What follows belongs to an exercise in optimizing a design on an open flow for a short achievable clock period and few clock cycles; a production flow would make more cautious choices.
RTL that was checked went through simulation tests only; none was proved equivalent to the original.
Only the layout flow was run in runs 1 and 2; the RTL was not checked for function there.
No driver is modelled on the clock port, so clocking that relies on it looks cheaper here than on a real chip.
Power and IR drop assume default switching activity.

`flow/run.sh`:
```
#!/bin/bash
set -euo pipefail
export MOVE_PATTERNS='ret_* st_m* re_m* sz_m* sd_m*'
export SPLIT_CLOCK_PORT=Clk
export EXTRA_MARGINS='8.0 8.5 8.5'
bash standard.sh SETUP_SLACK_MARGIN=8.5 TNS_END_PERCENT=100 MATCH_CELL_FOOTPRINT=0 \
  POST_RESIZE_TCL=$PWD/flow/post_rsz.tcl POST_CTS_TCL=$PWD/flow/post_cts_split.tcl \
  finish > standard_flow.log 2>&1
```
`flow/post_cts_split.tcl`:
```
# Split the clock tree's root buffer in two: a second root buffer, also
# driven by the clock port, takes over the half of the root's loads that lie
# on one side; each root is placed at the centre of its loads.
set block [ord::get_db_block]
set db [ord::get_db]
set cport $::env(SPLIT_CLOCK_PORT)
set cnet [$block findNet $cport]
set root ""
foreach it [$cnet getITerms] {
  if {[$it isInputSignal]} { set root [$it getInst] }
}
set rnet [[$root findITerm X] getNet]
set loads {}
foreach it [$rnet getITerms] {
  if {[$it isInputSignal]} {
    lassign [[$it getInst] getLocation] x y
    lappend loads [list $it $x $y]
  }
}
set n [llength $loads]
# split along the longer side of the loads' bounding box, at the median
set xs [lsort -integer [lmap l $loads {lindex $l 1}]]
set ys [lsort -integer [lmap l $loads {lindex $l 2}]]
set dx [expr {[lindex $xs end] - [lindex $xs 0]}]
set dy [expr {[lindex $ys end] - [lindex $ys 0]}]
set k [expr {$dx >= $dy ? 1 : 2}]
set sorted [lsort -integer -index $k $loads]
set half [expr {$n / 2}]
set g1 [lrange $sorted 0 [expr {$half - 1}]]
set g2 [lrange $sorted $half end]
set master [$db findMaster [[$root getMaster] getName]]
set root2 [odb::dbInst_create $block $master "[$root getName]_b"]
set net2 [odb::dbNet_create $block "[$rnet getName]_b"]
$net2 setSigType CLOCK
[$root2 findITerm A] connect $cnet
[$root2 findITerm X] connect $net2
foreach l $g2 { set it [lindex $l 0]; $it disconnect; $it connect $net2 }
proc centre {g} {
  set sx 0; set sy 0
  foreach l $g { set sx [expr {$sx + [lindex $l 1]}]; set sy [expr {$sy + [lindex $l 2]}] }
  list [expr {$sx / [llength $g]}] [expr {$sy / [llength $g]}]
}
lassign [centre $g1] x1 y1
lassign [centre $g2] x2 y2
$root setLocation $x1 $y1
$root2 setLocation $x2 $y2
$root2 setPlacementStatus PLACED
puts "split_root: [$root getName] keeps [llength $g1] loads, [$root2 getName] takes [llength $g2]"
detailed_placement
estimate_parasitics -placement

# More rounds of setup repair after clock tree synthesis, aiming at rising
# margins.
foreach m $::env(EXTRA_MARGINS) {
  repair_timing -setup -setup_margin $m -repair_tns 100 -verbose
  detailed_placement
  estimate_parasitics -placement
}
report_worst_slack -max
```
`flow/post_rsz.tcl`:
```
# Move each flip-flop that drives only an output port's buffer, and whose name
# matches one of MOVE_PATTERNS, next to that buffer (detailed placement then
# legalizes it).
set block [ord::get_db_block]
set moved 0
foreach port [get_ports -filter "direction == output"] {
  set pnet [get_nets [get_full_name $port]]
  foreach drv [get_pins -of_objects $pnet -filter "direction == output"] {
    set buf [get_cells -of_objects $drv]
    set bin [get_pins -of_objects $buf -filter "direction == input"]
    set inet [get_nets -of_objects $bin]
    if {[llength [get_pins -of_objects $inet]] != 2} { continue }
    foreach d2 [get_pins -of_objects $inet -filter "direction == output"] {
      set ff [get_cells -of_objects $d2]
      if {[llength [get_pins -of_objects $ff -filter "name == CLK"]] != 1} { continue }
      set name [get_full_name $ff]
      set hit 0
      foreach pat $::env(MOVE_PATTERNS) { if {[string match $pat $name]} { set hit 1 } }
      if {!$hit} { continue }
      set bi [sta::sta_to_db_inst $buf]
      set fi [sta::sta_to_db_inst $ff]
      lassign [$bi getLocation] x y
      $fi setLocation $x $y
      incr moved
    }
  }
}
puts "post_rsz: moved $moved output flip-flops next to their port buffers"
estimate_parasitics -placement
```
`standard.sh`:
```
#!/bin/bash
# synth_recipe.tcl (not shown) runs the flow's synth.tcl, then flattens the netlist and writes it again
# the make line also repeats each setting of config.mk as NAME=value (left out here)
make -C /OpenROAD-flow-scripts/flow DESIGN_CONFIG=/design/flow/config.mk WORK_HOME=/design/flow/orfs CLKGATE_MAP_FILE= SYNTH_SCRIPT=/design/flow/synth_recipe.tcl "${@:-finish}"
```
`config.mk`:
```
export PLATFORM = sky130hd
export DESIGN_NAME = rv32i_core
export DESIGN_NICKNAME = rv32i_core
export VERILOG_FILES = /design/flow/design.v
export SDC_FILE = /design/flow/constraint.sdc
export NUM_CORES = 8
export LEC_CHECK = 0
export ABC_CLOCK_PERIOD_IN_PS = 3500
export CAP_MARGIN = 30
export CORE_MARGIN = 2
export CORE_UTILIZATION = 40
export GPL_TIMING_DRIVEN = 1
export SLEW_MARGIN = 20
```
`constraint.sdc`:
```
create_clock -name core_clock -period 12.0 [get_ports {Clk}]
set_input_delay 2.4000 -clock core_clock [delete_from_list [all_inputs] [get_ports {Clk}]]
set_output_delay 2.4000 -clock core_clock [all_outputs]
set_load 0.01 [all_outputs]
```
`design.v`:
```
module rv32i_core (
    input  logic Rst,
    input  logic Clk,
    output logic [31:0] imem_addr,
    input  logic [31:0] imem_rdata,
    output logic        dmem_re,
    output logic        dmem_we,
    output logic [1:0]  dmem_size,
    output logic [31:0] dmem_addr,
    output logic [31:0] dmem_wdata,
    input  logic [31:0] dmem_rdata,
    output logic        retire_valid,
    output logic [31:0] retire_pc,
    output logic        retire_we,
    output logic [4:0]  retire_rd,
    output logic [31:0] retire_wdata
);
    localparam int BN   = 8;             
    localparam int TH   = 15;            
    localparam int TW   = TH - 1;
    localparam int GH   = 15;            
    localparam int LW   = 6;             
    localparam logic [LW-1:0] LMAX = '1;
    logic        stall, redirect;
    logic [31:0] pc_f, pcx_f, ia_f;
    logic        first, firstb;
    logic        v_d;
    logic [31:0] ir_d, pc_d;
    logic        pt_d;
    logic [GH:2] ptgt_d;
    logic [31:0] imm_d, timm_d;
    logic        v_e;
    logic [31:0] pc_e, pc4_e, tgt_e;
    logic [GH:2] ptgt_e;
    logic        pt_e;
    logic [31:0] a_e, b_e, sd_e;
    logic        fa_e, fb_e, fs_e, nf_e;
    logic        sub_e, sra_e;
    logic        s_add_e, s_sll_e, s_slt_e, s_sltu_e, s_xor_e, s_srx_e, s_or_e, s_and_e, s_link_e;
    logic        is_br_e, is_jalr_e, is_ld_e, is_st_e, is_ctl_e, we_e;
    logic        c_eq_e, c_lt_e, c_ltu_e, c_inv_e;
    logic        force_tk_e, m_nt_e, sk_e;
    logic [4:0]  rd_e;
    logic [2:0]  f3_e;
    logic        v_m, re_m, st_m, we_m, is_ld_m, upd_m, tk_m, rdr_m, skill_m;
    logic [31:0] pc_m, res_m, reswn_m, addr_m, sd_m, tgt_m, rpn_m, rptn_m;
    logic        jalr_m;
    logic [4:0]  rd_m;
    logic        lb_m, lh_m, ls_m;
    logic [1:0]  sz_m;
    logic        ret_v, ret_we;
    logic [31:0] ret_pc, ret_wd;
    logic [4:0]  ret_rd;
    logic [BN-1:0] btb_v;
    logic [TW-1:0] btb_tag [BN];
    logic [GH:2]   btb_tgt [BN];
    logic [1:0]    btb_ctr [BN];
    logic [LW-1:0] btb_it [BN];
    logic [LW-1:0] btb_trip [BN];
    logic [BN-1:0] btb_cf;
    logic [BN-1:0] btb_p;
    logic [BN-1:0] fm;
    logic          f_hit;
    logic [GH:2]   f_tgt;
    logic [31:0]   pc_f4, pc_next;
    always_comb begin
        f_tgt = '0;
        for (int i = 0; i < BN; i++) begin
            fm[i] = btb_v[i] && (btb_tag[i] == pc_f[TH:2]);
            f_tgt = f_tgt | ({(GH-1){fm[i]}} & btb_tgt[i]);
        end
    end
    assign f_hit = |(fm & btb_p);
    assign pc_f4 = pc_f + 32'd4;
    logic [31:0] pc_slow;
    always_comb begin
        if (rdr_m)      pc_slow = !tk_m ? rpn_m : jalr_m ? ~rptn_m : tgt_m;
        else if (stall) pc_slow = pc_f;
        else if (f_hit) pc_slow = {pc_f[31:GH+1], f_tgt, 2'b00};
        else            pc_slow = pc_f4;
    end
    logic fred_t, fred_n, fred;
    always_comb begin
        if (fred_t)      pc_next = tgt_e;
        else if (fred_n) pc_next = pc4_e;
        else             pc_next = pc_slow;
    end
    always_ff @(posedge Clk or posedge Rst) begin
        if (Rst) first <= 1'b1;
        else     first <= 1'b0;
    end
    always_ff @(posedge Clk or posedge Rst) begin
        if (Rst) firstb <= 1'b0;
        else     firstb <= 1'b1;
    end
    always_ff @(posedge Clk) begin
        ia_f  <= first ? 32'd0 : pc_next;
        pcx_f <= firstb ? pc_next : 32'd0;
    end
    assign pc_f      = pcx_f;
    assign imem_addr = ia_f;
    always_ff @(posedge Clk or posedge Rst) begin
        if (Rst) v_d <= 1'b0;
        else     v_d <= !rdr_m && !fred && !first && (stall ? v_d : 1'b1);
    end
    logic [31:0] pre_imm, pre_timm;
    logic [31:0] q;
    assign q = imem_rdata;
    always_comb begin
        if (q[6:2] == 5'b01000)                            pre_imm = {{20{q[31]}}, q[31:25], q[11:7]};
        else if (q[6:2] == 5'b01101 || q[6:2] == 5'b00101) pre_imm = {q[31:12], 12'b0};
        else                                               pre_imm = {{20{q[31]}}, q[31:20]};
        if (q[6:2] == 5'b11011) pre_timm = {{11{q[31]}}, q[31], q[19:12], q[20], q[30:21], 1'b0};
        else                    pre_timm = {{19{q[31]}}, q[31], q[7], q[30:25], q[11:8], 1'b0};
    end
    always_ff @(posedge Clk) begin
        if (!stall) begin
            ir_d   <= imem_rdata;
            pc_d   <= pc_f;
            pt_d   <= f_hit;
            ptgt_d <= f_tgt;
            imm_d  <= pre_imm;
            timm_d <= pre_timm;
        end
    end
    logic [4:0] op;
    logic [4:0] rd, rs1, rs2;
    logic [2:0] f3;
    logic       i30;
    assign op  = ir_d[6:2];
    assign rd  = ir_d[11:7];
    assign f3  = ir_d[14:12];
    assign rs1 = ir_d[19:15];
    assign rs2 = ir_d[24:20];
    assign i30 = ir_d[30];
    logic is_lui, is_auipc, is_jal, is_jalr, is_br, is_ld, is_st, is_alui, is_alur;
    assign is_lui   = (op == 5'b01101);
    assign is_auipc = (op == 5'b00101);
    assign is_jal   = (op == 5'b11011);
    assign is_jalr  = (op == 5'b11001);
    assign is_br    = (op == 5'b11000);
    assign is_ld    = (op == 5'b00000);
    assign is_st    = (op == 5'b01000);
    assign is_alui  = (op == 5'b00100);
    assign is_alur  = (op == 5'b01100);
    logic writes, use1, use2, use_imm;
    assign writes  = (is_lui | is_auipc | is_jal | is_jalr | is_ld | is_alui | is_alur) && (rd != 5'd0);
    assign use1    = is_jalr | is_br | is_ld | is_st | is_alui | is_alur;
    assign use2    = is_br | is_st | is_alur;
    assign use_imm = ~(is_br | is_alur);
    logic [31:0] imm;
    assign imm = imm_d;
    logic [31:0] rf [32];
    logic [31:0] rv;
    logic [31:0] rf1, rf2, r1, r2;
    assign rf1 = rv[rs1] ? rf[rs1] : 32'd0;
    assign rf2 = rv[rs2] ? rf[rs2] : 32'd0;
    logic [31:0] ld, mv;
    assign mv = is_ld_m ? ld : ~reswn_m;
    always_ff @(posedge Clk) begin
        if (v_m && we_m) rf[rd_m] <= mv;
    end
    always_ff @(posedge Clk or posedge Rst) begin
        if (Rst)              rv <= 32'd0;
        else if (v_m && we_m) rv[rd_m] <= 1'b1;
    end
    logic h1e, h1m, h2e, h2m;
    assign h1e = v_e && !skill_m && we_e && (rd_e == rs1);
    assign h1m = v_m && we_m && (rd_m == rs1);
    assign h2e = v_e && !skill_m && we_e && (rd_e == rs2);
    assign h2m = v_m && we_m && (rd_m == rs2);
    assign r1 = h1m ? mv : rf1;
    assign r2 = h2m ? mv : rf2;
    assign stall = v_d && v_e && is_ld_e && ((use1 && h1e) || (use2 && h2e));
    logic [31:0] tgt_d;
    assign tgt_d  = pc_d + timm_d;
    always_ff @(posedge Clk or posedge Rst) begin
        if (Rst) v_e <= 1'b0;
        else     v_e <= v_d && !stall && !rdr_m && !fred && !fkill;
    end
    always_ff @(posedge Clk) begin
        pc_e   <= pc_d;
        pc4_e  <= pc_d + 32'd4;
        tgt_e  <= tgt_d;
        rd_e   <= rd;
        f3_e   <= f3;
        we_e   <= writes;
        is_br_e   <= is_br;
        is_jalr_e <= is_jalr;
        is_ld_e   <= is_ld;
        is_st_e   <= is_st;
        is_ctl_e  <= is_br | is_jal;
        a_e  <= (use1 && h1e) ? 32'd0 : is_auipc ? pc_d : is_lui ? 32'd0 : r1;
        fa_e <= use1 && h1e;
        nf_e <= !(use1 && h1e) && !(!use_imm && h2e) && !is_jalr;
        b_e  <= use_imm ? imm : h2e ? 32'd0 : r2;
        fb_e <= !use_imm && h2e;
        sd_e <= h2e ? 32'd0 : r2;
        fs_e <= is_st && h2e;
        sub_e    <= (is_alur && f3 == 3'b000 && i30);
        sra_e    <= i30;
        s_add_e  <= !(is_alui | is_alur | is_jal | is_jalr) || ((is_alui | is_alur) && f3 == 3'b000);
        s_sll_e  <= (is_alui | is_alur) && f3 == 3'b001;
        s_slt_e  <= (is_alui | is_alur) && f3 == 3'b010;
        s_sltu_e <= (is_alui | is_alur) && f3 == 3'b011;
        s_xor_e  <= (is_alui | is_alur) && f3 == 3'b100;
        s_srx_e  <= (is_alui | is_alur) && f3 == 3'b101;
        s_or_e   <= (is_alui | is_alur) && f3 == 3'b110;
        s_and_e  <= (is_alui | is_alur) && f3 == 3'b111;
        s_link_e <= is_jal | is_jalr;
        c_eq_e  <= (f3[2] == 1'b0);
        c_lt_e  <= (f3[2:1] == 2'b10);
        c_ltu_e <= (f3[2:1] == 2'b11);
        c_inv_e <= f3[0];
        force_tk_e <= is_jal | is_jalr;
        m_nt_e     <= pt_d;
        sk_e       <= is_br && !pt_d && (timm_d == 32'd8);
        pt_e       <= pt_d && !is_jalr;
        ptgt_e     <= ptgt_d;
    end
    logic [31:0] a, b, sd;
    assign a  = ({32{fa_e}} & res_m) | a_e;
    assign b  = ({32{fb_e}} & res_m) | b_e;
    assign sd = ({32{fs_e}} & res_m) | sd_e;
    logic [32:0] sum33;
    logic [31:0] sum;
    assign sum33 = {a, 1'b1} + {b ^ {32{sub_e}}, sub_e};
    assign sum   = sum33[32:1];
    logic eqf, ltf, ltuf;
    assign eqf  = (a_e == b_e);
    assign ltf  = ($signed(a_e) < $signed(b_e));
    assign ltuf = (a_e < b_e);
    logic eq10, lt10, ltu10, eq01, lt01, ltu01;
    assign eq10  = (res_m == b_e);
    assign lt10  = ($signed(res_m) < $signed(b_e));
    assign ltu10 = (res_m < b_e);
    assign eq01  = (a_e == res_m);
    assign lt01  = ($signed(a_e) < $signed(res_m));
    assign ltu01 = (a_e < res_m);
    logic c00, c10, c01, c11;
    assign c00 = !fa_e && !fb_e;
    assign c10 =  fa_e && !fb_e;
    assign c01 = !fa_e &&  fb_e;
    assign c11 =  fa_e &&  fb_e;
    logic eq, lt, ltu;
    assign eq  = (c00 & eqf)  | (c10 & eq10)  | (c01 & eq01) | c11;
    assign lt  = (c00 & ltf)  | (c10 & lt10)  | (c01 & lt01);
    assign ltu = (c00 & ltuf) | (c10 & ltu10) | (c01 & ltu01);
    logic [31:0] sll, srx;
    logic [32:0] sr33;
    assign sll  = a << b[4:0];
    assign sr33 = $signed({sra_e & a[31], a}) >>> b[4:0];
    assign srx  = sr33[31:0];
    logic [31:0] alu;
    assign alu = ({32{s_add_e}}  & sum)
               | ({32{s_sll_e}}  & sll)
               | ({32{s_slt_e}}  & {31'd0, lt})
               | ({32{s_sltu_e}} & {31'd0, ltu})
               | ({32{s_xor_e}}  & (a ^ b))
               | ({32{s_srx_e}}  & srx)
               | ({32{s_or_e}}   & (a | b))
               | ({32{s_and_e}}  & (a & b))
               | ({32{s_link_e}} & pc4_e);
    logic taken;
    assign taken = is_br_e ? (((c_eq_e & eq) | (c_lt_e & lt) | (c_ltu_e & ltu)) ^ c_inv_e) : force_tk_e;
    logic ve, skp, tgt_ok, red_t, red_n;
    assign ve       = v_e && !rdr_m && !skill_m;
    assign skp      = sk_e && v_d && !pt_d;
    assign tgt_ok   = pt_e && (tgt_e == {pc_e[31:GH+1], ptgt_e, 2'b00});
    assign red_t    = ve && !tgt_ok && !skp;
    assign red_n    = ve && m_nt_e;
    assign redirect = !nf_e && (taken ? red_t : red_n);
    logic takenf;
    assign takenf = is_br_e ? (((c_eq_e & eqf) | (c_lt_e & ltf) | (c_ltu_e & ltuf)) ^ c_inv_e) : force_tk_e;
    assign fred_t = nf_e && takenf && red_t;
    assign fred_n = nf_e && !takenf && red_n;
    assign fred   = fred_t || fred_n;
    logic fkill, skill;
    assign fkill  = nf_e && takenf && ve && skp;
    assign skill  = !nf_e && taken && ve && skp;
    always_ff @(posedge Clk or posedge Rst) begin
        if (Rst) begin
            rdr_m <= 1'b0;
            skill_m <= 1'b0;
            v_m   <= 1'b0;
            re_m  <= 1'b0;
            st_m  <= 1'b0;
        end else begin
            rdr_m <= redirect;
            skill_m <= skill;
            v_m   <= ve;
            re_m  <= ve && is_ld_e;
            st_m  <= ve && is_st_e;
        end
    end
    always_ff @(posedge Clk) begin
        jalr_m  <= is_jalr_e;
        rptn_m  <= ~sum;     
        rpn_m   <= pc4_e;
        pc_m    <= pc_e;
        we_m    <= we_e;
        rd_m    <= rd_e;
        lb_m    <= (f3_e[1:0] == 2'b00);
        lh_m    <= (f3_e[1:0] == 2'b01);
        ls_m    <= !f3_e[2];
        sz_m    <= f3_e[1:0];
        is_ld_m <= is_ld_e;
        res_m   <= alu;
        reswn_m <= ~alu;
        addr_m  <= sum;
        sd_m    <= sd;
        tgt_m   <= tgt_e;
        upd_m   <= ve && is_ctl_e;
        tk_m    <= taken;
    end
    assign dmem_re    = re_m;
    assign dmem_we    = st_m;
    assign dmem_size  = sz_m;
    assign dmem_addr  = addr_m;
    assign dmem_wdata = sd_m;
    always_comb begin
        ld[7:0] = dmem_rdata[7:0];
        if (lb_m)      ld[15:8] = {8{dmem_rdata[7] & ls_m}};
        else           ld[15:8] = dmem_rdata[15:8];
        if (lb_m)      ld[31:16] = {16{dmem_rdata[7] & ls_m}};
        else if (lh_m) ld[31:16] = {16{dmem_rdata[15] & ls_m}};
        else           ld[31:16] = dmem_rdata[31:16];
    end
    logic [BN-1:0] mm;
    logic          m_hit;
    always_comb begin
        for (int i = 0; i < BN; i++) mm[i] = btb_v[i] && (btb_tag[i] == pc_m[TH:2]);
    end
    assign m_hit = |mm;
    logic [1:0]    c_old, c_new;
    logic [LW-1:0] it_old, tr_old, it_new, tr_new;
    logic          cf_new;
    logic cf_old;
    always_comb begin
        c_old = '0; it_old = '0; tr_old = '0; cf_old = 1'b0;
        for (int i = 0; i < BN; i++) begin
            c_old  = c_old  | ({2{mm[i]}} & btb_ctr[i]);
            it_old = it_old | ({LW{mm[i]}} & btb_it[i]);
            tr_old = tr_old | ({LW{mm[i]}} & btb_trip[i]);
            cf_old = cf_old | (mm[i] & btb_cf[i]);
        end
    end
    always_comb begin
        if (!m_hit) begin
            c_new  = 2'b10;
            it_new = 1;
            tr_new = '0;
            cf_new = 1'b0;
        end else if (tk_m) begin
            c_new  = (c_old == 2'b11) ? c_old : c_old + 2'b01;
            it_new = (it_old == LMAX) ? it_old : it_old + 1'b1;
            tr_new = tr_old;
            cf_new = cf_old;
        end else begin
            c_new  = (c_old == 2'b00) ? c_old : c_old - 2'b01;
            it_new = '0;
            tr_new = it_old;
            cf_new = (it_old == tr_old) && (it_old != LMAX);
        end
    end
    logic          bw_en, bw_tk, bw_new, bw_cf;
    logic [BN-1:0] bw_sel;
    logic [BN-1:0] rr;              
    logic [1:0]    bw_c;
    logic [LW-1:0] bw_it, bw_tr;
    logic [GH:2]   bw_tgt;
    logic [TW-1:0] bw_tag;
    always_ff @(posedge Clk or posedge Rst) begin
        if (Rst) bw_en <= 1'b0;
        else     bw_en <= upd_m && (m_hit || tk_m);
    end
    always_ff @(posedge Clk) begin
        bw_tk  <= tk_m;
        bw_new <= !m_hit;
        bw_sel <= m_hit ? mm : rr;
        bw_c   <= c_new;
        bw_it  <= it_new;
        bw_tr  <= tr_new;
        bw_cf  <= cf_new;
        bw_tgt <= tgt_m[GH:2];
    end
    always_ff @(posedge Clk) begin
        if (upd_m) bw_tag <= pc_m[TH:2];
    end
    always_ff @(posedge Clk or posedge Rst) begin
        if (Rst) begin
            btb_v <= '0;
            rr    <= 1;
        end else if (bw_en && bw_tk) begin
            btb_v <= btb_v | bw_sel;
            if (bw_new) rr <= {rr[BN-2:0], rr[BN-1]};
        end
    end
    always_ff @(posedge Clk) begin
        for (int i = 0; i < BN; i++) begin
            if (bw_en && bw_sel[i]) begin
                btb_ctr[i]  <= bw_c;
                btb_it[i]   <= bw_it;
                btb_trip[i] <= bw_tr;
                btb_cf[i]   <= bw_cf;
                btb_p[i]    <= bw_c[1] && !(bw_cf && bw_it == bw_tr);
                if (bw_tk)  btb_tgt[i] <= bw_tgt;
                if (bw_new) btb_tag[i] <= bw_tag;
            end
        end
    end
    always_ff @(posedge Clk or posedge Rst) begin
        if (Rst) ret_v <= 1'b0;
        else     ret_v <= v_m;
    end
    always_ff @(posedge Clk) begin
        ret_pc <= pc_m;
        ret_we <= we_m;
        ret_rd <= rd_m;
        ret_wd <= mv;
    end
    assign retire_valid = ret_v;
    assign retire_pc    = ret_pc;
    assign retire_we    = ret_we;
    assign retire_rd    = ret_rd;
    assign retire_wdata = ret_wd;
endmodule
```
==> flow_summary.rst, run 1 <==
.. list-table::
   :header-rows: 1

   * - Metric
     - Value
   * - Outcome
     - timing/DRC/antenna clean
   * - Post-layout minimum cycle time
     - 3.88 ns
   * - CP Buf/Inv Count
     - 4
   * - Share of total power in sequential cells
     - 46.7%
   * - Starting Density
     - between 40% and 50%
   * - Number of nets in the synthesized netlist
     - 7397
   * - Worst Hold Depth
     - 0
   * - Die X-Extent
     - 509 um
   * - Total negative slack
     - 0 ns
   * - Worst R2R Path Depth
     - 16
   * - Cell family with the largest share of critical-path delay
     - compound AO/OA/AOI/OAI gates
   * - Num ports
     - 237
   * - Number of enable flip-flop cells after synthesis
     - approximately 1500
   * - Count of nets left with antenna violations after detail routing
     - 0
   * - Clock latency reported for the late side of the worst-skew pair
     - ~0.80 ns
   * - Final non-filler cell total
     - ~11000
   * - Classification of the worst setup path
     - reg -> reg
   * - Post-Syn Area per Cell
     - roughly 14 sq um
   * - Gpl congestion
     - 1.00
   * - Total area of multi-input combinational cells
     - 42700 sq um
   * - Post-route fraction of the period consumed by the critical path
     - approximately a third
   * - Net switching share of the total power
     - between 20% and 30%
   * - Crit path capture type
     - register
   * - Overall die height
     - ~510 um
   * - Post-synthesis cell type count
     - just over 90
   * - Max Fanout on Critical Path
     - 6
   * - Storage element area
     - 61000 sq um
   * - Setup Skew
     - around 0.12 ns
   * - Total global routing track utilization
     - between 20% and 30%
   * - Yosys warnings
     - 6
   * - Internal cell power
     - between 10 and 15 mW
   * - Largest net degree at the start of global routing
     - between 100 and 150
   * - Clock transition at the registers of the reported paths
     - ~0.060 ns
   * - Antenna violations before repair
     - 32
   * - Area Growth Syn to Fin
     - 21.6%
   * - Type of the most critical hold path
     - reg -> reg
   * - Depth of the critical timing path with buffers and inverters included
     - 16
   * - Standard cell with the maximum stage delay on the critical path
     - sky130_fd_sc_hd__o41ai_4
   * - Wire length of the first global-routing pass
     - between 500000 and 600000 um
   * - Global route total overflow
     - 0
   * - Sw power
     - 5.51 mW
   * - Die area
     - 259000 sq um
   * - Final number of max-transition violations
     - 0
   * - Vias per Instance
     - about 6
   * - Vias
     - around 70000
   * - Post-DR wirelength/cell
     - between 30 and 40 um
   * - Async set or reset register ratio after synthesis
     - around 2.6%
   * - CORE AREA
     - 254000 sq um
   * - Total routed wirelength
     - 367000 um
   * - Leakage power total
     - about 45 nW
   * - Initial DRC Count
     - 8105
   * - Number of global-route vias before repair
     - around 67000
   * - Placed cell count
     - around 10000
   * - RSZ-0062 raised after global routing
     - true
   * - Sequential share of the synthesized area
     - 59.4%
   * - Cell seen most often among critical-path stages
     - sky130_fd_sc_hd__o21ai_4
   * - Highest clock frequency the design can meet
     - 258 MHz
   * - CP peak stage delay
     - approximately 0.43 ns
   * - CP Launch Type
     - register
   * - Core Rows
     - 185
   * - Most area-hungry cell type in the Yosys netlist
     - sky130_fd_sc_hd__edfxtp_1
   * - Cell Pwr Density
     - around 160 nW/um^2
   * - Fraction of synthesized cell area taken by the top area cell type
     - roughly 44%
   * - TritonCTS clock tree
     - built
   * - Total iterations of the first detailed-routing run
     - 6
   * - Required time of the worst setup path
     - approximately 13 ns
   * - Cell breakdown of the critical path
     - buf_12, clkinv_8, o21ai_4, inv_4, buf_12, xnor2_4, ha_4, o21ai_4, o41ai_4, a21oi_2, a211oi_4, o21ai_4, a21boi_4, o2111ai_4, mux2i_2, or3_1
   * - Number of max-cap violations
     - 0
   * - Worst rel slew slack
     - roughly 25%
   * - Power share of the combinational group
     - between 10% and 20%
   * - Part of the power in the clock network
     - a little under two fifths
   * - Synthesized instance count
     - 7100
   * - Final number of setup-violating endpoints
     - 0
   * - Transition time at the pin with the least slew margin
     - between 1 and 1.5 ns
   * - Data arrival, critical path
     - approximately 4.5 ns
   * - Clock sinks
     - between 2000 and 2500
   * - Synthesis-stage register bit count
     - 2259
   * - Total number of nets in the final design
     - 7888
   * - Post-synthesis instance area
     - 102000 sq um
   * - Leading cell types by total area after synthesis
     - sky130_fd_sc_hd__edfxtp_1, sky130_fd_sc_hd__mux4_2, sky130_fd_sc_hd__dfxtp_1, sky130_fd_sc_hd__xnor2_1, sky130_fd_sc_hd__ha_1
   * - Count of fill cells added during filler insertion
     - 21500
   * - Share of cells above drive strength 1
     - a little over 30%
   * - Most instantiated flip-flop cell in the synthesis netlist
     - sky130_fd_sc_hd__edfxtp_1
   * - Placed wire-length estimate
     - 230000 um
   * - Port-buffer cells
     - roughly 230
   * - Final Hold Viols
     - 0
   * - Remaining design rule violation count
     - 0
   * - Maximum ir drop on the vdd rail
     - around 0.00013 V
## synthesized netlist by cell type (11+ instances only)
library cell / number
sky130_fd_sc_hd__edfxtp_1: 1511
sky130_fd_sc_hd__or2_2: 18
sky130_fd_sc_hd__nand4_1: 122
sky130_fd_sc_hd__nor3b_1: 39
sky130_fd_sc_hd__o21a_1: 15
sky130_fd_sc_hd__buf_2: 53
sky130_fd_sc_hd__nor4_1: 47
sky130_fd_sc_hd__buf_1: 85
sky130_fd_sc_hd__ha_1: 230
sky130_fd_sc_hd__nor2_1: 327
sky130_fd_sc_hd__mux2_2: 20
sky130_fd_sc_hd__o31ai_1: 60
sky130_fd_sc_hd__o211ai_1: 74
sky130_fd_sc_hd__xor2_1: 69
sky130_fd_sc_hd__a22o_1: 37
sky130_fd_sc_hd__nor3_1: 106
sky130_fd_sc_hd__a22oi_1: 84
sky130_fd_sc_hd__nand2b_1: 38
sky130_fd_sc_hd__or3_1: 14
sky130_fd_sc_hd__o211a_1: 12
sky130_fd_sc_hd__nor4_2: 11
sky130_fd_sc_hd__and3_1: 50
sky130_fd_sc_hd__a221oi_1: 48
sky130_fd_sc_hd__o21bai_1: 13
sky130_fd_sc_hd__a21oi_1: 329
sky130_fd_sc_hd__o22ai_1: 16
sky130_fd_sc_hd__nand3b_1: 11
sky130_fd_sc_hd__clkbuf_1: 280
sky130_fd_sc_hd__nor2b_1: 58
sky130_fd_sc_hd__nand3_1: 103
sky130_fd_sc_hd__dfrtp_1: 57
sky130_fd_sc_hd__o21ai_0: 175
sky130_fd_sc_hd__o2111ai_1: 11
sky130_fd_sc_hd__a221o_1: 14
sky130_fd_sc_hd__o2bb2ai_1: 19
sky130_fd_sc_hd__dfxtp_1: 689
sky130_fd_sc_hd__inv_1: 250
sky130_fd_sc_hd__nand2_1: 408
sky130_fd_sc_hd__xnor2_1: 364
sky130_fd_sc_hd__a211oi_1: 25
sky130_fd_sc_hd__a31oi_1: 17
sky130_fd_sc_hd__and2_1: 45
sky130_fd_sc_hd__mux4_2: 663
sky130_fd_sc_hd__a21o_1: 175
sky130_fd_sc_hd__mux2i_1: 183
## placed cells by master, fill, tap and decap left out, types with 74 or more instances in the layout
master,count
sky130_fd_sc_hd__edfxtp_1,1511
sky130_fd_sc_hd__mux4_2,663
sky130_fd_sc_hd__dfxtp_1,499
sky130_fd_sc_hd__nand2_1,394
sky130_fd_sc_hd__xnor2_1,344
sky130_fd_sc_hd__nor2_1,275
sky130_fd_sc_hd__clkbuf_16,269
sky130_fd_sc_hd__buf_4,249
sky130_fd_sc_hd__a21oi_1,222
sky130_fd_sc_hd__inv_1,205
sky130_fd_sc_hd__ha_1,203
sky130_fd_sc_hd__buf_6,173
sky130_fd_sc_hd__a21o_1,172
sky130_fd_sc_hd__mux2i_1,164
sky130_fd_sc_hd__dfxtp_2,144
sky130_fd_sc_hd__nand4_1,122
sky130_fd_sc_hd__o21ai_0,120
sky130_fd_sc_hd__nand3_1,95
sky130_fd_sc_hd__nor3_1,92
sky130_fd_sc_hd__a22oi_1,84
sky130_fd_sc_hd__buf_2,77
sky130_fd_sc_hd__o211ai_1,74
## sequential cells by signal (all words and copies together), names as in the netlist, 48 cells and up, named ones only
register	count
rf	1024
btb_tag	112
btb_tgt	112
btb_it	48
btb_trip	48
## final timing paths
kind | startpoint | endpoint | slack [ns]
max | fb_e$_DFF_P_ | res_m[31]$_DFF_P_ | 8.12
min | ptgt_d[10]$_DFFE_PN_ | ptgt_e[10]$_DFF_P_ | 0.32
max reg2reg | fb_e$_DFF_P_ | res_m[31]$_DFF_P_ | 8.12
min reg2reg | ptgt_d[10]$_DFFE_PN_ | ptgt_e[10]$_DFF_P_ | 0.32
max in group asynchronous | Rst | rv[15]$_DFFE_PP0P_ | 9.28
min in group asynchronous | Rst | btb_v[7]$_DFFE_PP0P_ | 2.04
## per-stage QoR
step | total power [mW] | setup WS [ns] | cell area (sq um) | utilization [%] | hold WS [ns]
final | 20.0 | 8.12 | 124000 | 48.9 | 0.322
after global placement | 11.8 | 6.84 | 109000 | 42.9 | 0.310
after global routing | 20.6 | 8.03 | 124000 | 48.9 | 0.329
after detailed placement | 11.9 | 6.75 | 109000 | 43.1 | 0.312
after floorplan | 10.6 | 7.72 | 103000 | - | 0.310
## final cells by class, without the clock buffers
type	count	share of cell area, %
Antenna cell	13	0.0262
Clock inverter	117	1.03
Tap cell	3366	3.39
Timing Repair Buffer	659	5.45
Buffer	1	0.0202
Multi-Input combinational cell	4178	34.4
Timing Repair inverter	3	0.0151
Inverter	252	0.985
Sequential cell	2259	49.1
## power by group through the flow
stage / clock network (mW) / registers [mW] / logic [mW]
finish: 7.59 / 9.33 / 3.07
global route: 8.00 / 9.34 / 3.22
detailed placement: 0 / 9.41 / 2.47
global placement: 0 / 9.43 / 2.39
floorplan: 0 / 9.23 / 1.42
## layer usage
| layer | track usage, % | vias up | routed length, um |
|---|---|---|---|
| li1 | - | 28500 | - |
| met3 | 4.33 | 737 | 32700 |
| met5 | 0 | - | 27 |
| met4 | 13.5 | 4 | 20800 |
| met2 | 43.2 | 3575 | 170000 |
| met1 | 37.3 | 35300 | 144000 |
## cells by family (layout without fill, tap and decap cells)
kind of cell	Yosys count	in the layout	share of synthesized area (%)
and+or+nand+nor	1432	1434	6.95
AOI/OAI and AO/OA	1195	1210	7.82
DFF	2259	2259	59.4
adders and majority gates	232	232	2.85
other	2	15	0.00736
xor gates and xnor gates	433	433	3.71
buffers and inverters	680	1361	2.61
muxes	867	867	16.7
==> run 2, diff against run 1 <==
--- a/design.v
+++ b/design.v
@@ -35,6 +35,8 @@
     logic        pt_e;
     logic [31:0] a_e, b_e, sd_e;
     logic        fa_e, fb_e, fs_e, nf_e;
+    logic        a00_e, a10_e, a01_e, a11_e;   
+    logic [31:0] bs_e;               
     logic        sub_e, sra_e;
     logic        s_add_e, s_sll_e, s_slt_e, s_sltu_e, s_xor_e, s_srx_e, s_or_e, s_and_e, s_link_e;
     logic        is_br_e, is_jalr_e, is_ld_e, is_st_e, is_ctl_e, we_e;
@@ -43,7 +45,7 @@
     logic [4:0]  rd_e;
     logic [2:0]  f3_e;
     logic        v_m, re_m, st_m, we_m, is_ld_m, upd_m, tk_m, rdr_m, skill_m;
-    logic [31:0] pc_m, res_m, reswn_m, addr_m, sd_m, tgt_m, rpn_m, rptn_m;
+    logic [31:0] pc_m, res_m, reswn_m, rescn_m, addr_m, sd_m, tgt_m, rpn_m, rptn_m;
     logic        jalr_m;
     logic [4:0]  rd_m;
     logic        lb_m, lh_m, ls_m;
@@ -192,9 +194,14 @@
         is_ctl_e  <= is_br | is_jal;
         a_e  <= (use1 && h1e) ? 32'd0 : is_auipc ? pc_d : is_lui ? 32'd0 : r1;
         fa_e <= use1 && h1e;
+        a00_e <= !(use1 && h1e) && !(!use_imm && h2e);
+        a10_e <=  (use1 && h1e) && !(!use_imm && h2e);
+        a01_e <= !(use1 && h1e) &&  (!use_imm && h2e);
+        a11_e <=  (use1 && h1e) &&  (!use_imm && h2e);
         nf_e <= !(use1 && h1e) && !(!use_imm && h2e) && !is_jalr;
         b_e  <= use_imm ? imm : h2e ? 32'd0 : r2;
         fb_e <= !use_imm && h2e;
+        bs_e  <= (use_imm ? imm : r2) ^ {32{is_alur && f3 == 3'b000 && i30}};
         sd_e <= h2e ? 32'd0 : r2;
         fs_e <= is_st && h2e;
         sub_e    <= (is_alur && f3 == 3'b000 && i30);
@@ -224,19 +231,28 @@
     assign sd = ({32{fs_e}} & res_m) | sd_e;
     logic [32:0] sum33;
     logic [31:0] sum;
-    assign sum33 = {a, 1'b1} + {b ^ {32{sub_e}}, sub_e};
-    assign sum   = sum33[32:1];
+    logic [31:0] rx;
+    logic [32:0] s00, s10, s01, s11;
+    assign rx    = res_m ^ {32{sub_e}};
+    assign s00   = {a_e,   1'b1} + {bs_e, sub_e};
+    assign s10   = {res_m, 1'b1} + {bs_e, sub_e};
+    assign s01   = {a_e,   1'b1} + {rx,   sub_e};
+    assign s11   = {res_m, 1'b1} + {rx,   sub_e};
+    assign sum   = ({32{a00_e}} & s00[32:1]) | ({32{a10_e}} & s10[32:1])
+                 | ({32{a01_e}} & s01[32:1]) | ({32{a11_e}} & s11[32:1]);
     logic eqf, ltf, ltuf;
     assign eqf  = (a_e == b_e);
     assign ltf  = ($signed(a_e) < $signed(b_e));
     assign ltuf = (a_e < b_e);
     logic eq10, lt10, ltu10, eq01, lt01, ltu01;
-    assign eq10  = (res_m == b_e);
-    assign lt10  = ($signed(res_m) < $signed(b_e));
-    assign ltu10 = (res_m < b_e);
-    assign eq01  = (a_e == res_m);
-    assign lt01  = ($signed(a_e) < $signed(res_m));
-    assign ltu01 = (a_e < res_m);
+    logic [31:0] rc;
+    assign rc    = ~rescn_m;
+    assign eq10  = (rc == b_e);
+    assign lt10  = ($signed(rc) < $signed(b_e));
+    assign ltu10 = (rc < b_e);
+    assign eq01  = (a_e == rc);
+    assign lt01  = ($signed(a_e) < $signed(rc));
+    assign ltu01 = (a_e < rc);
     logic c00, c10, c01, c11;
     assign c00 = !fa_e && !fb_e;
     assign c10 =  fa_e && !fb_e;
@@ -293,6 +309,10 @@
             st_m  <= ve && is_st_e;
         end
     end
+    always_ff @(posedge Clk or posedge Rst) begin
+        if (Rst) rescn_m <= '0;
+        else     rescn_m <= ~alu;
+    end
     always_ff @(posedge Clk) begin
         jalr_m  <= is_jalr_e;
         rptn_m  <= ~sum;     
==> run 2 against run 1 <==
Effect of this change:
- synthesized cell count rose by 14%
- global-route usage grew 1.2 points
- largest cell class unchanged
- critical path type unchanged
- critical path depth rose by 6
==> flow_summary.rst, run 2 <==
.. list-table::
   :header-rows: 1

   * - Metric
     - Value
   * - Clock sinks
     - 2327 (was 2259)
   * - Beginning of the worst register-to-register path
     - sub_e$_DFF_P_ (was fb_e$_DFF_P_)
   * - Transition time at the pin with the least slew margin
     - 1.12 ns (was 1.11 ns)
   * - Clock latency reported for the late side of the worst-skew pair
     - 0.90 ns (was 0.80 ns)
   * - Share of total power in sequential cells
     - 44.6% (was 46.7%)
   * - Die X-Extent
     - 527 um (was 509 um)
   * - TritonCTS clock tree
     - built (unchanged)
   * - Power share of the combinational group
     - 18.8% (was 15.4%)
   * - Maximum ir drop on the vdd rail
     - 0.000138 V (was 0.000130 V)
   * - Standard cell with the maximum stage delay on the critical path
     - sky130_fd_sc_hd__dfxtp_4 (was sky130_fd_sc_hd__o41ai_4)
   * - CORE AREA
     - 273000 sq um (was 254000 sq um)
   * - Crit path capture type
     - register (unchanged)
   * - Final number of setup-violating endpoints
     - 0 (unchanged)
   * - Number of global-route vias before repair
     - 75200 (was 66500)
   * - Most numerous cell in the Yosys netlist
     - sky130_fd_sc_hd__edfxtp_1 (unchanged)
   * - Fraction of synthesized cell area taken by the top area cell type
     - 41.4% (was 44.4%)
   * - Data arrival, critical path
     - 4.61 ns (was 4.54 ns)
   * - Post-DR wirelength/cell
     - 32.9 um (was 32.8 um)
   * - Leading cell types by total area after synthesis
     - sky130_fd_sc_hd__edfxtp_1, sky130_fd_sc_hd__mux4_2, sky130_fd_sc_hd__dfxtp_1, sky130_fd_sc_hd__ha_1, sky130_fd_sc_hd__xnor2_1 (was sky130_fd_sc_hd__edfxtp_1, sky130_fd_sc_hd__mux4_2, sky130_fd_sc_hd__dfxtp_1, sky130_fd_sc_hd__xnor2_1, sky130_fd_sc_hd__ha_1)
   * - Gpl congestion
     - 0.962 (was 1.00)
   * - Min-Delay Endpoint
     - pc_m[15]$_DFF_P_ (was ptgt_e[10]$_DFF_P_)
   * - Final non-filler cell total
     - 12500 (was 11200)
   * - Final core utilization
     - 48.9% (about the same)
   * - Post-synthesis cell type count
     - 111 (was 91)
   * - Worst Hold Depth
     - 0 (unchanged)
   * - Post-detailed-placement cell area
     - 117000 sq um (was 109000 sq um)
   * - Most area-hungry cell type in the Yosys netlist
     - sky130_fd_sc_hd__edfxtp_1 (unchanged)
   * - Part of the power in the clock network
     - 36.5% (was 38.0%)
   * - Register with the highest flop count
     - rf (unchanged)
   * - Number of nets in the synthesized netlist
     - 8517 (was 7397)
   * - CP peak stage delay
     - 0.36 ns (was 0.43 ns)
   * - Antenna violations before repair
     - 29 (was 32)
   * - Type of the most critical hold path
     - reg -> reg (unchanged)
   * - CP Launch Type
     - register (unchanged)
   * - Total number of nets in the final design
     - 9032 (was 7888)
   * - Commonest cells after routing, fill and taps aside
     - sky130_fd_sc_hd__edfxtp_1, sky130_fd_sc_hd__mux4_2, sky130_fd_sc_hd__dfxtp_1, sky130_fd_sc_hd__nand2_1, sky130_fd_sc_hd__nor2_1 (was sky130_fd_sc_hd__edfxtp_1, sky130_fd_sc_hd__mux4_2, sky130_fd_sc_hd__dfxtp_1, sky130_fd_sc_hd__nand2_1, sky130_fd_sc_hd__xnor2_1)
   * - Port-buffer cells
     - 234 (unchanged)
   * - Post-route fraction of the period consumed by the critical path
     - 32.3% (about the same)
   * - Area Growth Syn to Fin
     - 21.8% (was 21.6%)
   * - Number of max-cap violations
     - 0 (unchanged)
   * - Hold path startpoint
     - pc_e[15]$_DFF_P_ (was ptgt_d[10]$_DFFE_PN_)
   * - Total routed wirelength
     - 410000 um (was 367000 um)
   * - Worst rel slew slack
     - 25.2% (was 25.3%)
   * - Num ports
     - 237 (unchanged)
   * - Worst R2R Path Depth
     - 22 (was 16)
   * - Number of enable flip-flop cells after synthesis
     - 1511 (unchanged)
   * - Post-route cell area
     - 134000 sq um (was 124000 sq um)
   * - Post-Syn Area per Cell
     - 13.5 sq um (was 14.4 sq um)
   * - Internal cell power
     - 15.3 mW (was 14.5 mW)
   * - Count of fill cells added during filler insertion
     - 23200 (was 21500)
   * - Starting Density
     - 40.1% (was 40.2%)
   * - Setup WS post-layout
     - 8.13 ns (was 8.12 ns)
   * - Placed cell count
     - 11700 (was 10400)
   * - Total iterations of the first detailed-routing run
     - 8 (was 6)
   * - Yosys warnings
     - 6 (unchanged)
   * - Vias per Instance
     - 6.16 (was 6.10)
   * - Async set or reset register ratio after synthesis
     - 3.91% (was 2.61%)
   * - Die area
     - 278000 sq um (was 259000 sq um)
   * - Sequential share of the synthesized area
     - 56.7% (was 59.4%)
   * - Post-layout minimum cycle time
     - 3.87 ns (was 3.88 ns)
   * - Most frequent cells after synthesis
     - sky130_fd_sc_hd__edfxtp_1, sky130_fd_sc_hd__dfxtp_1, sky130_fd_sc_hd__mux4_2, sky130_fd_sc_hd__nor2_1, sky130_fd_sc_hd__nand2_1 (was sky130_fd_sc_hd__edfxtp_1, sky130_fd_sc_hd__dfxtp_1, sky130_fd_sc_hd__mux4_2, sky130_fd_sc_hd__nand2_1, sky130_fd_sc_hd__xnor2_1)
   * - Registers with the most flip-flops
     - rf (1024), btb_tag (112), btb_tgt (112) (unchanged)
   * - Total global routing track utilization
     - 28.7% (was 27.5%)
   * - Cell breakdown of the critical path
     - buf_12, inv_16, buf_12, ha_4, inv_4, ha_4, buf_4, o21ai_4, a31oi_4, o21ai_4, o21ai_4, buf_6, o211ai_1, buf_4, buf_4, o21ai_2, xor2_1, a22oi_1, o211ai_1, buf_4, a21oi_4, buf_6 (was buf_12, clkinv_8, o21ai_4, inv_4, buf_12, xnor2_4, ha_4, o21ai_4, o41ai_4, a21oi_2, a211oi_4, o21ai_4, a21boi_4, o2111ai_4, mux2i_2, or3_1)
   * - Initial DRC Count
     - 9432 (was 8105)
   * - Overall die height
     - 527 um (was 509 um)
   * - Leading cell type in the layout, fill and taps excluded
     - sky130_fd_sc_hd__edfxtp_1 (unchanged)
   * - Min Hold Slack
     - 0.315 ns (was 0.322 ns)
   * - Max Fanout on Critical Path
     - 14 (was 6)
   * - Overall power consumption
     - 21.6 mW (was 20.0 mW)
   * - Net switching share of the total power
     - 28.9% (was 27.6%)
   * - RSZ-0062 raised after global routing
     - true (unchanged)
   * - Cell seen most often among critical-path stages
     - sky130_fd_sc_hd__buf_4 (was sky130_fd_sc_hd__o21ai_4)
   * - Setup Skew
     - 0.130 ns (was 0.116 ns)
   * - Global route total overflow
     - 0 (unchanged)
   * - Outcome
     - timing/DRC/antenna clean (unchanged)
   * - Clock transition at the registers of the reported paths
     - 0.07 ns (was 0.06 ns)
   * - Vias
     - 76800 (was 68100)
   * - Remaining design rule violation count
     - 0 (unchanged)
   * - Placed wire-length estimate
     - 264000 um (was 230000 um)
   * - Count of nets left with antenna violations after detail routing
     - 0 (unchanged)
   * - Final number of max-transition violations
     - 0 (unchanged)
   * - Register-to-register path setup slack
     - 8.13 ns (was 8.12 ns)
   * - Wire length of the first global-routing pass
     - 570000 um (was 506000 um)
   * - Post-synthesis instance area
     - 110000 sq um (was 102000 sq um)
   * - Most instantiated flip-flop cell in the synthesis netlist
     - sky130_fd_sc_hd__edfxtp_1 (unchanged)
   * - Final Hold Viols
     - 0 (unchanged)
   * - Worst slack at placement
     - 6.22 ns (was 6.75 ns)
   * - Highest clock frequency the design can meet
     - 258 MHz (about the same)
   * - Flip-flop count of the largest register after layout
     - 1024 (unchanged)
   * - Cell Pwr Density
     - 162 nW/um^2 (was 161 nW/um^2)
   * - Leakage power total
     - 48.3 nW (was 44.7 nW)
   * - Synthesis-stage register bit count
     - 2327 (was 2259)
   * - Core Rows
     - 192 (was 185)
   * - Share of cells above drive strength 1
     - 29.4% (was 30.7%)
   * - End of the worst register-to-register path
     - rescn_m[18]$_DFF_PP0_ (was res_m[31]$_DFF_P_)
   * - Total negative slack
     - 0 ns (unchanged)
   * - Required time of the worst setup path
     - 12.74 ns (was 12.66 ns)
   * - Classification of the worst setup path
     - reg -> reg (unchanged)
   * - Largest net degree at the start of global routing
     - 80 (was 125)
   * - Sw power
     - 6.25 mW (was 5.51 mW)
   * - Synthesized instance count
     - 8129 (was 7100)
==> run 2: changes by cell type after synthesis, sizes merged, moves of 29 or more <==
cell and delta:
xor2 +40, inv +63, o21bai +29, xnor2 +37, o21ai +84, dfrtp +32, ha +89, nor2 +211
dfxtp +36, nand3 +36, o31ai -41, nor3 -46, nand2 +104, a21oi +90
==> run 2: worst max-delay path by stage <==
stage                             startpoint               endpoint  slack (ns)  depth (start not counted)
after floorplan           ir_d[18]$_DFFE_PN_    ia_f[14]$_SDFF_PP0_        7.68                         10
after global placement         sub_e$_DFF_P_  rescn_m[31]$_DFF_PP0_        6.19                         14
after detailed placement       sub_e$_DFF_P_  rescn_m[31]$_DFF_PP0_        6.22                         14
after global routing           sub_e$_DFF_P_  rescn_m[29]$_DFF_PP0_        8.08                         18
final                          sub_e$_DFF_P_  rescn_m[18]$_DFF_PP0_        8.13                         22
==> run 2: cell type report, without the clock buffers <==
cell class | instances | area (sq um) | share of cell area [%]
Sequential cell | 2327 | 62500 | 46.8
Multi-Input combinational cell | 5048 | 49400 | 37.0
Timing Repair Buffer | 704 | 7340 | 5.50
Tap cell | 3589 | 4490 | 3.36
Clock inverter | 114 | 1410 | 1.05
Inverter | 319 | 1390 | 1.04
Antenna cell | 23 | 57.6 | 0.0431
Buffer | 1 | 25.0 | 0.0187
Timing Repair inverter | 1 | 11.3 | 0.00843
==> run 2: worst max-delay path, delay by kind of cell (launching register included) <==
kind                     cells  cell delay (ns)
buffers and inverters       10             1.35
AO/OA/AOI/OAI                9             1.22
adder cells (fa/ha/maj)      2             0.61
flip-flops                   1             0.36
XOR/XNOR                     1             0.18
==> run 2: kinds of logic after synthesis <==
kind of cell	Yosys count	synth area share (%)
buf+inv	774	2.77
xor+xnor	510	4.08
flops	2327	56.7
compound gates	1546	9.48
fa+ha+maj	323	3.71
simple gates	1781	7.73
mux	866	15.5
other cells	2	0.00685
==> run 2: power by group through the flow <==
stage	clock, mW	combinational (mW)	sequential [mW]
final	7.88	4.06	9.64
after global routing	8.29	4.30	9.65
after detailed placement	0	3.29	9.73
after global placement	0	3.21	9.75
after floorplan	0	2.06	9.51
==> run 2: layer usage <==
metal	GRT usage, %	routed length [um]	up-vias
met2	45.9	191000	4147
li1	-	-	32400
met3	4.92	36900	841
met5	0	66	-
met4	13.3	22800	10
met1	38.1	160000	39400
==> run 3, diff against run 2 <==
--- a/design.v
+++ b/design.v
@@ -35,8 +35,7 @@
     logic        pt_e;
     logic [31:0] a_e, b_e, sd_e;
     logic        fa_e, fb_e, fs_e, nf_e;
-    logic        a00_e, a10_e, a01_e, a11_e;   
-    logic [31:0] bs_e;               
+    logic        fan_e, fbn_e;       
     logic        sub_e, sra_e;
     logic        s_add_e, s_sll_e, s_slt_e, s_sltu_e, s_xor_e, s_srx_e, s_or_e, s_and_e, s_link_e;
     logic        is_br_e, is_jalr_e, is_ld_e, is_st_e, is_ctl_e, we_e;
@@ -45,7 +44,7 @@
     logic [4:0]  rd_e;
     logic [2:0]  f3_e;
     logic        v_m, re_m, st_m, we_m, is_ld_m, upd_m, tk_m, rdr_m, skill_m;
-    logic [31:0] pc_m, res_m, reswn_m, rescn_m, addr_m, sd_m, tgt_m, rpn_m, rptn_m;
+    logic [31:0] pc_m, res_m, reswn_m, addr_m, sd_m, tgt_m, rpn_m, rptn_m;
     logic        jalr_m;
     logic [4:0]  rd_m;
     logic        lb_m, lh_m, ls_m;
@@ -194,14 +193,11 @@
         is_ctl_e  <= is_br | is_jal;
         a_e  <= (use1 && h1e) ? 32'd0 : is_auipc ? pc_d : is_lui ? 32'd0 : r1;
         fa_e <= use1 && h1e;
-        a00_e <= !(use1 && h1e) && !(!use_imm && h2e);
-        a10_e <=  (use1 && h1e) && !(!use_imm && h2e);
-        a01_e <= !(use1 && h1e) &&  (!use_imm && h2e);
-        a11_e <=  (use1 && h1e) &&  (!use_imm && h2e);
+        fan_e <= !(use1 && h1e);
         nf_e <= !(use1 && h1e) && !(!use_imm && h2e) && !is_jalr;
         b_e  <= use_imm ? imm : h2e ? 32'd0 : r2;
         fb_e <= !use_imm && h2e;
-        bs_e  <= (use_imm ? imm : r2) ^ {32{is_alur && f3 == 3'b000 && i30}};
+        fbn_e <= !(!use_imm && h2e);
         sd_e <= h2e ? 32'd0 : r2;
         fs_e <= is_st && h2e;
         sub_e    <= (is_alur && f3 == 3'b000 && i30);
@@ -231,28 +227,22 @@
     assign sd = ({32{fs_e}} & res_m) | sd_e;
     logic [32:0] sum33;
     logic [31:0] sum;
-    logic [31:0] rx;
-    logic [32:0] s00, s10, s01, s11;
-    assign rx    = res_m ^ {32{sub_e}};
-    assign s00   = {a_e,   1'b1} + {bs_e, sub_e};
-    assign s10   = {res_m, 1'b1} + {bs_e, sub_e};
-    assign s01   = {a_e,   1'b1} + {rx,   sub_e};
-    assign s11   = {res_m, 1'b1} + {rx,   sub_e};
-    assign sum   = ({32{a00_e}} & s00[32:1]) | ({32{a10_e}} & s10[32:1])
-                 | ({32{a01_e}} & s01[32:1]) | ({32{a11_e}} & s11[32:1]);
+    logic [31:0] aa, ba;
+    assign aa    = ({32{!fan_e}} & res_m) | a_e;
+    assign ba    = ({32{!fbn_e}} & res_m) | b_e;
+    assign sum33 = {aa, 1'b1} + {ba ^ {32{sub_e}}, sub_e};
+    assign sum   = sum33[32:1];
     logic eqf, ltf, ltuf;
     assign eqf  = (a_e == b_e);
     assign ltf  = ($signed(a_e) < $signed(b_e));
     assign ltuf = (a_e < b_e);
     logic eq10, lt10, ltu10, eq01, lt01, ltu01;
-    logic [31:0] rc;
-    assign rc    = ~rescn_m;
-    assign eq10  = (rc == b_e);
-    assign lt10  = ($signed(rc) < $signed(b_e));
-    assign ltu10 = (rc < b_e);
-    assign eq01  = (a_e == rc);
-    assign lt01  = ($signed(a_e) < $signed(rc));
-    assign ltu01 = (a_e < rc);
+    assign eq10  = (res_m == b_e);
+    assign lt10  = ($signed(res_m) < $signed(b_e));
+    assign ltu10 = (res_m < b_e);
+    assign eq01  = (a_e == res_m);
+    assign lt01  = ($signed(a_e) < $signed(res_m));
+    assign ltu01 = (a_e < res_m);
     logic c00, c10, c01, c11;
     assign c00 = !fa_e && !fb_e;
     assign c10 =  fa_e && !fb_e;
@@ -309,10 +299,6 @@
             st_m  <= ve && is_st_e;
         end
     end
-    always_ff @(posedge Clk or posedge Rst) begin
-        if (Rst) rescn_m <= '0;
-        else     rescn_m <= ~alu;
-    end
     always_ff @(posedge Clk) begin
         jalr_m  <= is_jalr_e;
         rptn_m  <= ~sum;     
==> flow/run.sh (replaced) <==
#!/bin/bash
set -euo pipefail
export MOVE_PATTERNS='ret_* st_m* re_m* sz_m* sd_m*'
export SPLIT_CLOCK_PORT=Clk
export EXTRA_MARGINS='8.0 8.5 8.5'
bash standard.sh SETUP_SLACK_MARGIN=8.5 TNS_END_PERCENT=100 MATCH_CELL_FOOTPRINT=0 \
  POST_RESIZE_TCL=$PWD/flow/post_rsz.tcl POST_CTS_TCL=$PWD/flow/post_cts_c.tcl \
  POST_GLOBAL_ROUTE_TCL=$PWD/flow/post_grt_c.tcl \
  finish > standard_flow.log 2>&1
==> flow/post_cts_c.tcl (new file) <==
# Split the clock tree's root buffer in two: a second root buffer, also
# driven by the clock port, takes over the half of the root's loads that lie
# on one side; each root is placed at the centre of its loads.
set block [ord::get_db_block]
set db [ord::get_db]
set cport $::env(SPLIT_CLOCK_PORT)
set cnet [$block findNet $cport]
set root ""
foreach it [$cnet getITerms] {
  if {[$it isInputSignal]} { set root [$it getInst] }
}
set rnet [[$root findITerm X] getNet]
set loads {}
foreach it [$rnet getITerms] {
  if {[$it isInputSignal]} {
    lassign [[$it getInst] getLocation] x y
    lappend loads [list $it $x $y]
  }
}
set n [llength $loads]
# split along the longer side of the loads' bounding box, at the median
set xs [lsort -integer [lmap l $loads {lindex $l 1}]]
set ys [lsort -integer [lmap l $loads {lindex $l 2}]]
set dx [expr {[lindex $xs end] - [lindex $xs 0]}]
set dy [expr {[lindex $ys end] - [lindex $ys 0]}]
set k [expr {$dx >= $dy ? 1 : 2}]
set sorted [lsort -integer -index $k $loads]
set half [expr {$n / 2}]
set g1 [lrange $sorted 0 [expr {$half - 1}]]
set g2 [lrange $sorted $half end]
set master [$db findMaster [[$root getMaster] getName]]
set root2 [odb::dbInst_create $block $master "[$root getName]_b"]
set net2 [odb::dbNet_create $block "[$rnet getName]_b"]
$net2 setSigType CLOCK
[$root2 findITerm A] connect $cnet
[$root2 findITerm X] connect $net2
foreach l $g2 { set it [lindex $l 0]; $it disconnect; $it connect $net2 }
proc centre {g} {
  set sx 0; set sy 0
  foreach l $g { set sx [expr {$sx + [lindex $l 1]}]; set sy [expr {$sy + [lindex $l 2]}] }
  list [expr {$sx / [llength $g]}] [expr {$sy / [llength $g]}]
}
lassign [centre $g1] x1 y1
lassign [centre $g2] x2 y2
$root setLocation $x1 $y1
$root2 setLocation $x2 $y2
$root2 setPlacementStatus PLACED
puts "split_root: [$root getName] keeps [llength $g1] loads, [$root2 getName] takes [llength $g2]"
detailed_placement
estimate_parasitics -placement

# Remove buffers (named rebuffer*) in the middle of chains: fed by another
# such buffer of single fanout, and driving a single load themselves.  Such
# chains only add delay.
proc clean_buffer_chains {} {
  set removed {}
  foreach inst [get_cells rebuffer*] {
    set inpin [get_pins -of_objects $inst -filter "direction == input"]
    if {[llength $inpin] != 1} { continue }
    set innet [get_nets -of_objects $inpin]
    if {[llength [get_pins -of_objects $innet]] != 2} { continue }
    set drv [get_pins -of_objects $innet -filter "direction == output"]
    if {[llength $drv] != 1} { continue }
    set dcell [get_cells -of_objects $drv]
    if {![string match rebuffer* [get_full_name $dcell]]} { continue }
    set outpin [get_pins -of_objects $inst -filter "direction == output"]
    set outnet [get_nets -of_objects $outpin]
    if {[llength [get_pins -of_objects $outnet]] != 2} { continue }
    lappend removed $inst
  }
  puts "clean_buffer_chains: removing [llength $removed] buffers"
  if {[llength $removed]} { remove_buffers {*}[lmap i $removed {get_full_name $i}] }
}

# More rounds of setup repair after clock tree synthesis, aiming at rising
# margins, then the buffer chains they left are removed.
foreach m $::env(EXTRA_MARGINS) {
  repair_timing -setup -setup_margin $m -repair_tns 100 -verbose
  detailed_placement
  estimate_parasitics -placement
}
clean_buffer_chains
repair_design_helper
repair_timing -setup -setup_margin $::env(SETUP_SLACK_MARGIN) -sequence "sizeup,swap" -repair_tns 100
detailed_placement
estimate_parasitics -placement
report_worst_slack -max
==> flow/post_grt_c.tcl (new file) <==
# Remove buffers (named rebuffer*) in the middle of chains: fed by another
# such buffer of single fanout, and driving a single load themselves.  Such
# chains only add delay.
proc clean_buffer_chains {} {
  set removed {}
  foreach inst [get_cells rebuffer*] {
    set inpin [get_pins -of_objects $inst -filter "direction == input"]
    if {[llength $inpin] != 1} { continue }
    set innet [get_nets -of_objects $inpin]
    if {[llength [get_pins -of_objects $innet]] != 2} { continue }
    set drv [get_pins -of_objects $innet -filter "direction == output"]
    if {[llength $drv] != 1} { continue }
    set dcell [get_cells -of_objects $drv]
    if {![string match rebuffer* [get_full_name $dcell]]} { continue }
    set outpin [get_pins -of_objects $inst -filter "direction == output"]
    set outnet [get_nets -of_objects $outpin]
    if {[llength [get_pins -of_objects $outnet]] != 2} { continue }
    lappend removed $inst
  }
  puts "clean_buffer_chains: removing [llength $removed] buffers"
  if {[llength $removed]} { remove_buffers {*}[lmap i $removed {get_full_name $i}] }
}

# After the timing repair with global-route parasitics: remove the buffer
# chains it left, repair slew and capacitance, size cells up for setup, and
# write the route guides again.
global_route -start_incremental
clean_buffer_chains
repair_design_helper
repair_timing -setup -setup_margin $::env(SETUP_SLACK_MARGIN) -sequence "sizeup,swap" -repair_tns 100
detailed_placement
global_route -end_incremental
estimate_parasitics -global_routing
report_worst_slack -max
write_guides $::env(RESULTS_DIR)/route.guide
removed: flow/post_cts_split.tcl
==> run 3 against run 2 <==
Effect of this change:
- maximum frequency up 5.9%
- combinational power down 31%
- core utilization down 0.27 points
- final area down 7.4%
- worst setup slack better by 0.22 ns
- highest routed layer is now met4
==> flow_summary.rst, run 3 <==
.. list-table::
   :header-rows: 1

   * - Metric
     - Value
   * - Post-synthesis instance area
     - 103000 sq um (was 110000 sq um)
   * - CP Launch Type
     - register (unchanged)
   * - Vias
     - 69000 (was 76800)
   * - Total iterations of the first detailed-routing run
     - 6 (was 8)
   * - Standard cell with the maximum stage delay on the critical path
     - sky130_fd_sc_hd__o41ai_4 (was sky130_fd_sc_hd__dfxtp_4)
   * - Beginning of the worst register-to-register path
     - b_e[1]$_DFF_P_ (was sub_e$_DFF_P_)
   * - Total negative slack
     - 0 ns (unchanged)
   * - Leading cell type in the layout, fill and taps excluded
     - sky130_fd_sc_hd__edfxtp_1 (unchanged)
   * - Total global routing track utilization
     - 27.6% (was 28.7%)
   * - Overall die height
     - 510 um (was 527 um)
   * - Num ports
     - 237 (unchanged)
   * - Setup Skew
     - 0.107 ns (was 0.130 ns)
   * - Most instantiated flip-flop cell in the synthesis netlist
     - sky130_fd_sc_hd__edfxtp_1 (unchanged)
   * - Port-buffer cells
     - 234 (unchanged)
   * - Final number of setup-violating endpoints
     - 0 (unchanged)
   * - Maximum ir drop on the vdd rail
     - 0.000156 V (was 0.000138 V)
   * - TritonCTS clock tree
     - built (unchanged)
   * - Most area-hungry cell type in the Yosys netlist
     - sky130_fd_sc_hd__edfxtp_1 (unchanged)
   * - Cell breakdown of the critical path
     - inv_4, ha_4, nor2b_4, o211ai_1, a21boi_4, o41ai_4, a21oi_4, buf_6, nor4_4, or3_4, buf_12, o211ai_1, a21boi_4, a211oi_4 (was buf_12, inv_16, buf_12, ha_4, inv_4, ha_4, buf_4, o21ai_4, a31oi_4, o21ai_4, o21ai_4, buf_6, o211ai_1, buf_4, buf_4, o21ai_2, xor2_1, a22oi_1, o211ai_1, buf_4, a21oi_4, buf_6)
   * - Starting Density
     - 40.3% (was 40.1%)
   * - Leading cell types by total area after synthesis
     - sky130_fd_sc_hd__edfxtp_1, sky130_fd_sc_hd__mux4_2, sky130_fd_sc_hd__dfxtp_1, sky130_fd_sc_hd__xnor2_1, sky130_fd_sc_hd__ha_1 (was sky130_fd_sc_hd__edfxtp_1, sky130_fd_sc_hd__mux4_2, sky130_fd_sc_hd__dfxtp_1, sky130_fd_sc_hd__ha_1, sky130_fd_sc_hd__xnor2_1)
   * - Placed wire-length estimate
     - 229000 um (was 264000 um)
   * - Core Rows
     - 185 (was 192)
   * - Count of nets left with antenna violations after detail routing
     - 0 (unchanged)
   * - Post-Syn Area per Cell
     - 14.3 sq um (was 13.5 sq um)
   * - Crit path capture type
     - register (unchanged)
   * - Clock sinks
     - 2261 (was 2327)
   * - Final non-filler cell total
     - 11200 (was 12500)
   * - Synthesized instance count
     - 7177 (was 8129)
   * - Clock transition at the registers of the reported paths
     - 0.06 ns (was 0.07 ns)
   * - Register with the highest flop count
     - rf (unchanged)
   * - Die X-Extent
     - 510 um (was 527 um)
   * - Worst setup path endpoint
     - ia_f[2]$_SDFF_PP0_ (was rescn_m[18]$_DFF_PP0_)
   * - Remaining design rule violation count
     - 0 (unchanged)
   * - Share of cells above drive strength 1
     - 30.2% (was 29.4%)
   * - Most frequent cells after synthesis
     - sky130_fd_sc_hd__edfxtp_1, sky130_fd_sc_hd__dfxtp_1, sky130_fd_sc_hd__mux4_2, sky130_fd_sc_hd__nand2_1, sky130_fd_sc_hd__xnor2_1 (was sky130_fd_sc_hd__edfxtp_1, sky130_fd_sc_hd__dfxtp_1, sky130_fd_sc_hd__mux4_2, sky130_fd_sc_hd__nor2_1, sky130_fd_sc_hd__nand2_1)
   * - Total number of nets in the final design
     - 7890 (was 9032)
   * - Outcome
     - timing/DRC/antenna clean (unchanged)
   * - Power share of the combinational group
     - 14.3% (was 18.8%)
   * - Wire length of the first global-routing pass
     - 510000 um (was 570000 um)
   * - Fraction of synthesized cell area taken by the top area cell type
     - 44.3% (was 41.4%)
   * - Sequential share of the synthesized area
     - 59.2% (was 56.7%)
   * - Global route total overflow
     - 0 (unchanged)
   * - Post-route cell area
     - 124000 sq um (was 134000 sq um)
   * - Final core utilization
     - 48.6% (was 48.9%)
   * - Post-DR wirelength/cell
     - 32.9 um (about the same)
   * - Share of total power in sequential cells
     - 47.3% (was 44.6%)
   * - Number of max-cap violations
     - 0 (unchanged)
   * - Initial DRC Count
     - 8386 (was 9432)
## run 3: cell type report, without the clock buffers
cell class / instances / area [sq um] / area share (%)
Multi-Input combinational cell: 4233 / 43200 / 34.9
Timing Repair Buffer: 590 / 5970 / 4.83
Tap cell: 3366 / 4210 / 3.41
Sequential cell: 2261 / 61000 / 49.3
Antenna cell: 21 / 52.6 / 0.0425
Buffer: 1 / 25.0 / 0.0202
Inverter: 273 / 1180 / 0.952
Timing Repair inverter: 1 / 7.51 / 0.00607
Clock inverter: 128 / 1500 / 1.21
## run 3: routing by layer
metal  part of all wire (%)  up-vias  track usage [%]
li1                       -    28900                -
met1                     39    35700             36.6
met2                     47     3617             44.2
met3                    8.7      779             4.79
met4                    5.2        0             12.9
met5                      0        -                0
## run 3: cells by family after synthesis
group	count (synthesis)	share of synthesized area, %
adders and majority gates	232	2.84
buffers and inverters	700	2.66
muxes	849	16.4
DFF	2261	59.2
other	2	0.00732
AOI/OAI and AO/OA	1311	8.64
and+or+nand+nor	1403	6.70
xor gates and xnor gates	419	3.58
## run 3: per-stage QoR
| step | total power, mW | worst slack (ns) |
|---|---|---|
| detailed placement | 11.8 | 6.81 |
| floorplan | 10.6 | 8.36 |
| finish | 19.7 | 8.35 |
| global placement | 11.7 | 6.89 |
## run 3: worst max-delay path: cells and delay by family (launching register included)
kind                     cells  cell delay [ns]
adder cells (fa/ha/maj)      1             0.23
AO/OA/AOI/OAI                7             1.56
flip-flops                   1             0.41
buffers and inverters        3             0.39
AND/OR/NAND/NOR              3             0.93
## run 3: power groups by stage
stage / Sequential (mW) / Clock (mW) / Combinational, mW
2_1_floorplan: 9.22 / 0 / 1.39
3_3_place_gp: 9.40 / 0 / 2.33
3_5_place_dp: 9.39 / 0 / 2.38
6_report: 9.30 / 7.54 / 2.81
## run 3: how the worst min path moves through the flow
stage                      startpoint            endpoint  slack [ns]  cells after the start
finish               pc_m[29]$_DFF_P_  ret_pc[29]$_DFF_P_        0.27                      0
detailed placement    pc_e[9]$_DFF_P_     pc_m[9]$_DFF_P_        0.31                      0
global placement    is_jalr_e$_DFF_P_      jalr_m$_DFF_P_        0.31                      0
floorplan           is_jalr_e$_DFF_P_      jalr_m$_DFF_P_        0.31                      0
Testbench counts of run 3, summed over its fixed seeds: cycles 838,294.

[port drivers added, routing unchanged]
The results above use ideal ports. As a check the final layouts listed here were re-extracted and re-timed, cells and wires unchanged. Step 1 sets driving cells, clkbuf_16 on the clock port and buf_2 on the other inputs (assumed; they add their load-dependent delay and slew). Step 2 also shifts input and output timing later by t, the mid clock arrival at the registers, as if the neighbouring blocks saw the same clock. a / b / c = no drivers / after step 1 / after step 2; a / b = the first two.
run | shift t [ns] | setup slack, ns | worst setup path after step 2
run 1 | 0.853 | 8.122 / 8.122 / 7.682 | input to register
run 2 | 0.966 | 8.128 / 8.128 / 7.649 | input to register
run 3 | 0.849 | 8.346 / 8.265 / 7.677 | input to register
After both steps every run listed still meets setup and hold. For run 3, which loses most, drivers alone change the setup slack by -0.081 ns; drivers and shift together by -0.669 ns.
